Context: an optimization exercise on an open-source flow, tuned for small area and a short achievable clock period. The choices shown serve that exercise and are no tape-out recipe.
In this exercise RTL edits were held to simulation tests only and were not proved equivalent to the original.

File: run.sh
#!/bin/bash
# synth_recipe.tcl (not shown) runs the flow's synth.tcl, then flattens the netlist and writes it again
# the make line also repeats each setting of config.mk as NAME=value (left out here)
make -C /OpenROAD-flow-scripts/flow DESIGN_CONFIG=/design/flow/config.mk WORK_HOME=/design/flow/orfs CLKGATE_MAP_FILE= SYNTH_SCRIPT=/design/flow/synth_recipe.tcl finish
File: config.mk
export PLATFORM = sky130hd
export DESIGN_NAME = notch_filter
export DESIGN_NICKNAME = notch_filter
export VERILOG_FILES = /design/flow/design.v
export SDC_FILE = /design/flow/constraint.sdc
export NUM_CORES = 4
export LEC_CHECK = 0
export CAP_MARGIN = 20
export CORE_MARGIN = 2
export CORE_UTILIZATION = 40
export SLEW_MARGIN = 20
File: constraint.sdc
create_clock -name core_clock -period 12.0 [get_ports {clk}]
set_input_delay 2.4000 -clock core_clock [delete_from_list [all_inputs] [get_ports {clk}]]
set_output_delay 2.4000 -clock core_clock [all_outputs]
set_load 0.01 [all_outputs]
File: design.v
`timescale 1ns / 1ps
module notch_filter #(
    parameter int DATA_WIDTH = 16
)(
    input  logic                    clk,
    input  logic                    rst_n,
    input  logic                    valid_i,
    input  logic signed [DATA_WIDTH-1:0] data_i,
    output logic                    valid_o,
    output logic signed [DATA_WIDTH-1:0] data_o
);
    localparam signed [15:0] B0 = 16'd15725; 
    localparam signed [15:0] B1 = 16'd25443; 
    localparam signed [15:0] B2 = 16'd15725; 
    localparam signed [15:0] A1 = 16'd25443; 
    localparam signed [15:0] A2 = 16'd15066; 
    logic signed [31:0] s1, s2;
    logic signed [DATA_WIDTH-1:0] x_reg;  
    logic signed [31:0] y_reg;            
    typedef enum logic { ST_CALC_OUT, ST_UPDATE_STATE } state_t;
    state_t state;
    always_ff @(posedge clk or negedge rst_n) begin
        if (!rst_n) begin
            valid_o <= 0;
            data_o  <= 0;
            s1      <= 0;
            s2      <= 0;
            x_reg   <= 0;
            y_reg   <= 0;
            state   <= ST_CALC_OUT;
        end else begin
            valid_o <= 0;  
            case (state)
                ST_CALC_OUT: begin
                    if (valid_i) begin
                        x_reg <= data_i;
                        y_reg <= (data_i * B0) + s1;
                        state <= ST_UPDATE_STATE;
                    end
                end
                ST_UPDATE_STATE: begin
                    data_o  <= y_reg[29:14];  
                    valid_o <= 1;             
                    s1 <= (x_reg * B1) - ((y_reg >>> 14) * A1) + s2;
                    s2 <= (x_reg * B2) - ((y_reg >>> 14) * A2);
                    state <= ST_CALC_OUT;
                end
            endcase
        end
    end
endmodule
==> impl_summary.txt, run 1 <==
----------------------------------------------------
[Outcome]
  Result of the run ... complete, no violations

[Global routing]
  Total global-route track usage ... 21.6%
  Wire length of the first global-routing pass ... 136 mm
  Maximum number of pins on one net before global-route repair ... 67
  Antenna violations before repair ... 1
  Grt total ovfl ... 0
  Number of global-route vias before repair ... 23,100

[CTS]
  Number of sinks on the clock net ... 116
  Worst-skew pair later-pin latency ... 0.51 ns
  Number of buffers created by CTS ... 17
  Cells resized by post-CTS repair ... 0
  Clock tree root driver cell ... sky130_fd_sc_hd__clkbuf_16
  Post-CTS Setup Repair Bufs ... 0
  Clock Path Buffers ... 2
  Clock tree from TritonCTS ... done
  H-Tree Level Count ... 4
  Worst-path clk slew ... 0.08 ns
  Cts-stage hold buffer count ... 0

[Cells and area]
  Number of antenna repair diodes ... 0
  Sequential cell area ... 2910 µm²
  Number of filler cells placed in the layout ... 7,979
  Area Overhead vs Synth ... 7.12%
  Area occupied by multi-input gates ... 26,100 µm²
  Final net count ... 4,610
  Post-route core utilization ... 43.3%
  Non-filler cells, final ... 4,403
  Fraction of layout cells with a size suffix above 1 ... 3.39%

[Worst setup path]
  Nature of the critical path startpoint ... register
  Worst path arrival time ... 11.67 ns
  Worst-path fanout max ... 8
  Standard cell with the maximum stage delay on the critical path ... sky130_fd_sc_hd__dfrtp_1
  Worst endpoint required time ... 12.39 ns
  Largest stage delay on the critical path ... 0.60 ns
  Worst setup path class ... register to register
  Capturing element type of the critical path ... register

[STA]
  FMAX ... 0.0887 GHz
  Number of setup violations in the final report ... 0
  Final Hold Violating Endpoints ... 0
  Final clock period utilization by the worst path ... 94.0%
  Slew @ Worst Pin ... 1.06 ns
  Number of slew-limit violations in the final report ... 0
  RSZ-0062 raised after global routing ... no
  Setup TNS Final ... 0 ns
  Final clock skew ... 0.0313 ns
  Setup ws final ... 0.725 ns
  Clock period minus final worst setup slack ... 11.28 ns
  Worst slew margin relative to its limit ... 29.6%

[Logic synthesis]
  Warnings, synthesis ... 1
  Primary FF master, synth ... sky130_fd_sc_hd__dfrtp_1
  Leading area contributor after synthesis ... sky130_fd_sc_hd__fa_1
  Yosys top cell area share ... 41.7%
  Number of distinct library cell variants in the gate-level netlist after synthesis ... 67
  Post-synth design cell area ... 33,200 µm²
  Dominant cells by area after synthesis ... sky130_fd_sc_hd__fa_1 42%, sky130_fd_sc_hd__ha_1 22%, sky130_fd_sc_hd__inv_1 12%
  Asr flop ratio synth ... 100%
  Synth Area per Inst ... 10.1 µm²
  Sequential-to-total area share from yosys stat ... 8.75%
  Post-Synthesis Net Count ... 4,562
  Post-synthesis register bit count ... 116
  Cells after Synth ... 3,272
  Post-synth EDFFs ... 0

[Route]
  DRC errors left ... 0
  Number of vias after detailed routing ... 21,300
  Per-cell via count in the routed design ... 4.85
  Number of nets still failing antenna checks after routing ... 0
  Total Wirelength ... 86.0 mm
  Routed wirelength normalized by instance count ... 19.5 µm
  First-iteration detailed-routing DRC count ... 1,097
  Pre-antenna DRT Iters ... 5

[Die]
  Die Y-Extent ... 292 µm
  Die Footprint ... 85,300 µm²
  Placeable core region ... 82,100 µm²
  Initial core utilization ... 40.4%
  I/O pin count ... 36
  Die Wd ... 292 µm
  Number of rows in the core area ... 105

[Placement]
  Total of buffers placed on input and output ports ... 35
  Routability-driven placement congestion ratio ... 0.969
  Total half-perimeter wirelength after legalization and detailed placement ... 76.6 mm
  DP Worst Slack ... 0.853 ns
  Placed Instances ... 4,371

[Run]
  Max capacitance violation total ... 0

[Min path]
  Type of the worst min-delay path ... register to register

----------------------------------------------------
-- critical path: cells and delay by family (launching register included) --
kind / cells / cell delay [ns]
compound gates: 13 / 2.69
simple gates: 4 / 0.44
buf+inv: 9 / 0.56
flops: 1 / 0.60
mux: 1 / 0.27
fa+ha+maj: 14 / 5.92
xor+xnor: 2 / 0.70
-- routing by layer --
layer  global-route usage [%]  share of wire (%)  up-vias
li1                         -                  -     9940
met1                     29.3                 44    10900
met2                     34.9                 47      413
met3                     4.70                5.8       87
met4                     6.01                2.8        4
met5                        0              0.029        -
-- cell usage after synthesis (all sizes together), types with 43 or more instances --
master / n
ha: 579
a21o: 51
inv: 1082
o21ai: 103
xnor2: 77
dfrtp: 116
mux2: 43
nand2: 102
fa: 692
a21oi: 85
nor2: 63
xor2: 44
-- placed cells by master, fill, tap and decap left out, types with 4 or more instances in the layout --
master	count
sky130_fd_sc_hd__or2_2	7
sky130_fd_sc_hd__clkinvlp_4	4
sky130_fd_sc_hd__nor2b_1	6
sky130_fd_sc_hd__o31ai_1	7
sky130_fd_sc_hd__o21ai_0	89
sky130_fd_sc_hd__o21a_1	18
sky130_fd_sc_hd__clkbuf_16	17
sky130_fd_sc_hd__fa_1	692
sky130_fd_sc_hd__nand3_1	18
sky130_fd_sc_hd__nand4_1	10
sky130_fd_sc_hd__ha_1	579
sky130_fd_sc_hd__clkdlybuf4s50_1	34
sky130_fd_sc_hd__a21o_1	51
sky130_fd_sc_hd__xor2_1	44
sky130_fd_sc_hd__inv_1	1082
sky130_fd_sc_hd__or3_1	10
sky130_fd_sc_hd__dfrtp_1	114
sky130_fd_sc_hd__o211ai_1	6
sky130_fd_sc_hd__buf_4	20
sky130_fd_sc_hd__mux2i_1	8
sky130_fd_sc_hd__nand3b_1	5
sky130_fd_sc_hd__nand2b_1	15
sky130_fd_sc_hd__o21bai_1	12
sky130_fd_sc_hd__a31oi_1	6
sky130_fd_sc_hd__nand2_1	102
sky130_fd_sc_hd__a21oi_1	84
sky130_fd_sc_hd__a211oi_1	14
sky130_fd_sc_hd__nor2_1	63
sky130_fd_sc_hd__mux2_2	41
sky130_fd_sc_hd__xnor2_1	77
sky130_fd_sc_hd__o21ai_1	13
sky130_fd_sc_hd__nor3_1	14
sky130_fd_sc_hd__and3_1	7
-- per-stage QoR --
step / hold slack (ns) / area, µm²
6_report: 0.504 / 35600
5_1_grt: 0.531 / 35600
4_1_cts: 0.507 / 35600
3_5_place_dp: 0.494 / 34900
3_3_place_gp: 0.491 / 34900
2_1_floorplan: 0.352 / 33200
-- kinds of logic after synthesis --
family	Yosys count	share of synthesized area, %
flops	116	8.75
simple gates	272	3.88
compound gates	331	6.31
mux	51	1.70
xor+xnor	122	3.26
fa+ha+maj	1271	63.6
buf+inv	1109	12.5
-- cell type report --
class                           count  share of cell area [%]
Clock buffer                       19                    1.25
Clock inverter                     13                   0.486
Inverter                         1083                    11.4
Multi-Input combinational cell   2047                    73.5
Sequential cell                   116                    8.18
Tap cell                         1070                    3.77
Timing Repair Buffer               55                    1.41
-- path summary, 6_finish.rpt --
path | cells past startpoint | end | slack, ns | start
worst max register to register | 43 | s2[31] | 0.72 | y_reg[22]
worst min-delay path | 1 | s1[0] | 0.50 | s1[0]
min in group asynchronous | 1 | s2[18] | 1.88 | rst_n
worst max-delay path | 43 | s2[31] | 0.72 | y_reg[22]
max in group asynchronous | 2 | state | 8.72 | rst_n
worst min register to register | 1 | s1[0] | 0.50 | s1[0]
==> run 2, diff against run 1 <==
==> design.v (replaced) <==
`timescale 1ns / 1ps
module notch_filter #(
    parameter int DATA_WIDTH = 16
)(
    input  logic                    clk,
    input  logic                    rst_n,
    input  logic                    valid_i,
    input  logic signed [DATA_WIDTH-1:0] data_i,
    output logic                    valid_o,
    output logic signed [DATA_WIDTH-1:0] data_o
);
    logic signed [15:0] x;
    logic signed [31:0] s1, s2;
    logic signed [18:0] d;
    logic p1, p2, p3;
    logic signed [31:0] xw, yq, dw, y, s1n, s2n;
    assign xw = 32'(x);
    assign yq = s1 >>> 14;
    assign dw = 32'(d);
    assign y   = (xw <<< 14) - (xw <<< 9) - (xw <<< 7) - (xw <<< 4) - (xw <<< 2) + xw + s1;
    assign s1n = (dw <<< 14) + (dw <<< 13) + (dw <<< 9) + (dw <<< 8) + (dw <<< 6) + (dw <<< 5) + (dw <<< 1) + dw + s2;
    assign s2n = (xw <<< 14) - (xw <<< 9) - (xw <<< 7) - (xw <<< 4) - (xw <<< 2) + xw
               - (yq <<< 14) + (yq <<< 10) + (yq <<< 8) + (yq <<< 5) + (yq <<< 3) - (yq <<< 1);
    always_ff @(posedge clk or negedge rst_n) begin
        if (!rst_n) begin
            p1 <= 1'b0; p2 <= 1'b0; p3 <= 1'b0;
            s1 <= '0; s2 <= '0; x <= '0; d <= '0;
        end else begin
            p1 <= valid_i;
            p2 <= p1;
            p3 <= p2;
            if (valid_i) x <= data_i;
            if (p1) s1 <= y;
            if (p2) d <= 19'(xw - yq);
            if (p3) begin
                s1 <= s1n;
                s2 <= s2n;
            end
        end
    end
    assign valid_o = p2;
    assign data_o  = s1[29:14];
endmodule
==> impl_summary.txt, run 2 <==
----------------------------------------------------
[Outcome]
  Result of the run ... complete, no violations

[Worst setup path]
  Standard cell with the maximum stage delay on the critical path ... sky130_fd_sc_hd__fa_1
  Worst setup path class ... register to register
  Worst endpoint required time ... 12.27 ns (-0.12 ns)
  Cell repeated most along the worst path ... sky130_fd_sc_hd__fa_1
  Largest stage delay on the critical path ... 0.55 ns (-0.05 ns)
  Capturing element type of the critical path ... register
  Setup slack of the most critical reg-to-reg path ... 3.54 ns (+2.82 ns)
  Nature of the critical path startpoint ... register
  Worst path arrival time ... 8.73 ns (-2.94 ns)
  Worst-path fanout max ... 6 (-2)

[Die]
  I/O pin count ... 36 (unchanged)
  Placeable core region ... 46,600 µm² (-43%)
  Initial core utilization ... 40.6% (+0.17 points)
  Die Wd ... 221 µm (-24%)
  Number of rows in the core area ... 79 (-25%)
  Die Footprint ... 49,000 µm² (-43%)
  Die Y-Extent ... 221 µm (-24%)

[Logic synthesis]
  Dominant cells by area after synthesis ... sky130_fd_sc_hd__fa_1 28%, sky130_fd_sc_hd__ha_1 19%, sky130_fd_sc_hd__dfrtp_1 14%
  Most used standard cells in the synthesized netlist ... 378 x sky130_fd_sc_hd__inv_1, 281 x sky130_fd_sc_hd__ha_1, 268 x sky130_fd_sc_hd__fa_1
  Post-synth design cell area ... 18,900 µm² (-43%)
  Leading area contributor after synthesis ... sky130_fd_sc_hd__fa_1
  Yosys top cell area share ... 28.4% (-13 points)
  Synth Area per Inst ... 9.66 µm² (-4.8%)
  Number of distinct library cell variants in the gate-level netlist after synthesis ... 73 (+9.0%)
  Post-synthesis register bit count ... 102 (-12%)
  Cell with the most instances after synthesis ... sky130_fd_sc_hd__inv_1
  Cells after Synth ... 1,957 (-40%)
  Primary FF master, synth ... sky130_fd_sc_hd__dfrtp_1
  Warnings, synthesis ... 1 (unchanged)
  Asr flop ratio synth ... 100% (unchanged)
  Post-Synthesis Net Count ... 2,525 (-45%)
  Sequential-to-total area share from yosys stat ... 13.5% (+4.8 points)
  Post-synth EDFFs ... 0 (unchanged)

[Route]
  Per-cell via count in the routed design ... 5.25 (+8.3%)
  Top Metal Used ... met4
  Routed wirelength normalized by instance count ... 18.0 µm (-8.0%)
  Met3 Routed Length ... 1.57 mm (-68%)
  Number of nets still failing antenna checks after routing ... 0 (unchanged)
  DRC errors left ... 0 (unchanged)
  Number of vias after detailed routing ... 13,500 (-37%)
  First-iteration detailed-routing DRC count ... 698 (-36%)
  Pre-antenna DRT Iters ... 7 (+2)
  Met2 wire len ... 22.0 mm (-46%)
  Total Wirelength ... 46.3 mm (-46%)
  Met1 wire length ... 21.3 mm (-44%)

[Placement]
  DP Worst Slack ... 3.60 ns (+2.75 ns)
  Total of buffers placed on input and output ports ... 35 (unchanged)
  Area of placed instances ... 19,800 µm² (-43%)
  Placed Instances ... 2,562 (-41%)
  Routability-driven placement congestion ratio ... 0.888 (-8.3%)
  Total half-perimeter wirelength after legalization and detailed placement ... 38.4 mm (-50%)

[STA]
  Number of slew-limit violations in the final report ... 0 (unchanged)
  RSZ-0062 raised after global routing ... no
  Post-Route Hold Slack ... 0.534 ns (+0.0300 ns)
  Slew @ Worst Pin ... 1.02 ns (-0.0358 ns)
  Final Hold Violating Endpoints ... 0 (unchanged)
  Final clock skew ... 0.00941 ns (-0.0218 ns)
  Setup ws final ... 3.54 ns (+2.82 ns)
  Number of setup violations in the final report ... 0 (unchanged)
  Final clock period utilization by the worst path ... 70.5% (-23 points)
  Worst slew margin relative to its limit ... 31.9% (+2.3 points)
  FMAX ... 0.118 GHz (+33%)
  Setup TNS Final ... 0 ns (unchanged)
  Clock period minus final worst setup slack ... 8.46 ns (-2.82 ns)

[Cells and area]
  Number of antenna repair diodes ... 0 (unchanged)
  Post-route core utilization ... 43.3% (about the same)
  Highest-count cells in the layout ignoring fill and taps ... 378 x sky130_fd_sc_hd__inv_1, 281 x sky130_fd_sc_hd__ha_1, 268 x sky130_fd_sc_hd__fa_1
  Final net count ... 2,534 (-45%)
  Area occupied by multi-input gates ... 14,700 µm² (-44%)
  Most frequent standard cell in the layout excluding fill and tap cells ... sky130_fd_sc_hd__inv_1
  Final design area excluding fillers ... 20,200 µm² (-43%)
  Number of filler cells placed in the layout ... 4,513 (-43%)
  Area Overhead vs Synth ... 6.68%
  Non-filler cells, final ... 2,578 (-41%)
  Fraction of layout cells with a size suffix above 1 ... 4.57% (+1.2 points)
  Sequential cell area ... 2550 µm² (-12%)

[CTS]
  Worst-skew pair later-pin latency ... 0.39 ns (-0.12 ns)
  Cells resized by post-CTS repair ... 0 (unchanged)
  Clock tree root driver cell ... sky130_fd_sc_hd__clkbuf_16
  Clock tree from TritonCTS ... done
  H-Tree Level Count ... 3 (-1)
  Number of sinks on the clock net ... 102 (-12%)
  Cts-stage hold buffer count ... 0 (unchanged)
  Number of buffers created by CTS ... 9 (-8)
  Worst-path clk slew ... 0.08 ns (about the same)
  Post-CTS Setup Repair Bufs ... 0 (unchanged)
  Clock Path Buffers ... 2 (unchanged)

[Global routing]
  Wire length of the first global-routing pass ... 76.5 mm (-44%)
  Number of global-route vias before repair ... 14,300 (-38%)
  Grt total ovfl ... 0 (unchanged)
  Maximum number of pins on one net before global-route repair ... 82 (+22%)
  Antenna violations before repair ... 0 (-1)
  Total global-route track usage ... 19.8% (-1.8 points)

[Min path]
  Type of the worst min-delay path ... register to register

[Run]
  Max capacitance violation total ... 0 (unchanged)

----------------------------------------------------
[run 2: cell count changes in the layout (fill, tap and decap cells not counted), sizes merged, moves of 10 or more]
cell,delta
nor2,+11
mux2i,+16
ha,-298
buf,-14
fa,-424
inv,-703
clkbuf,-10
a21oi,+24
xnor2,+19
dfrtp,-14
[run 2: final cells by class]
class	instances	share of cell area (%)
clock buffers	9	1.12
clock inverters	7	0.515
inverters	378	7.04
multi-input cells	1434	72.9
flip-flops and latches	102	12.7
well taps	607	3.77
repair buffers	41	1.95
[run 2: logic make-up after synthesis]
| family | share of synthesized area, % |
|---|---|
| AOI/OAI and AO/OA | 13.7 |
| xor gates and xnor gates | 6.54 |
| adders and majority gates | 47.0 |
| buffers and inverters | 8.68 |
| DFF | 13.5 |
| muxes | 3.56 |
| and+or+nand+nor | 7.07 |
[run 2: path summary, 6_finish.rpt]
path | endpoint | startpoint | cells after the start
setup / recovery | s2[29] | x[5] | 28
hold / removal | s2[1] | s2[1] | 2
setup reg to reg | s2[29] | x[5] | 28
hold reg to reg | s2[1] | s2[1] | 2
max in group asynchronous | p3 | rst_n | 2
min in group asynchronous | s1[1] | rst_n | 1
[run 2: layer usage]
metal  vias up  GRT usage, %
met5         -             0
met4         0          6.04
met3        60          2.50
met2       250          33.1
met1      6778          26.9
li1       6443             -
[run 2: worst max-delay path, delay by kind of cell, from the launching register on]
kind,cells,cell delay [ns]
adder cells (fa/ha/maj),9,3.77
AND/OR/NAND/NOR,4,1.08
XOR/XNOR,2,0.29
multiplexers,1,0.26
AO/OA/AOI/OAI,7,1.96
flip-flops,1,0.52
buffers and inverters,5,0.47

## re-timing with driven ports
How much do the figures lean on ideal ports? The routed layouts below were timed once more, with nothing changed but the port constraints.
Step 1: set_driving_cell puts a clkbuf_16 on clk and a buf_2 on each other input, an assumption about the parent block.
Step 2 times the ports against the registers' clock, not the clock port: input delays grow and output delays shrink by t, the midpoint of the rising clock arrivals with the driver on.
a / b / c = ideal ports / drivers / drivers and shift; a / b = the first two.
run	shift t [ns]	setup WS [ns]	worst setup path at the end
run 1	0.561	0.725 / 0.725 / 0.725	register to register
run 2	0.439	3.540 / 3.540 / 3.540	register to register
After both steps every run listed still meets setup and hold.
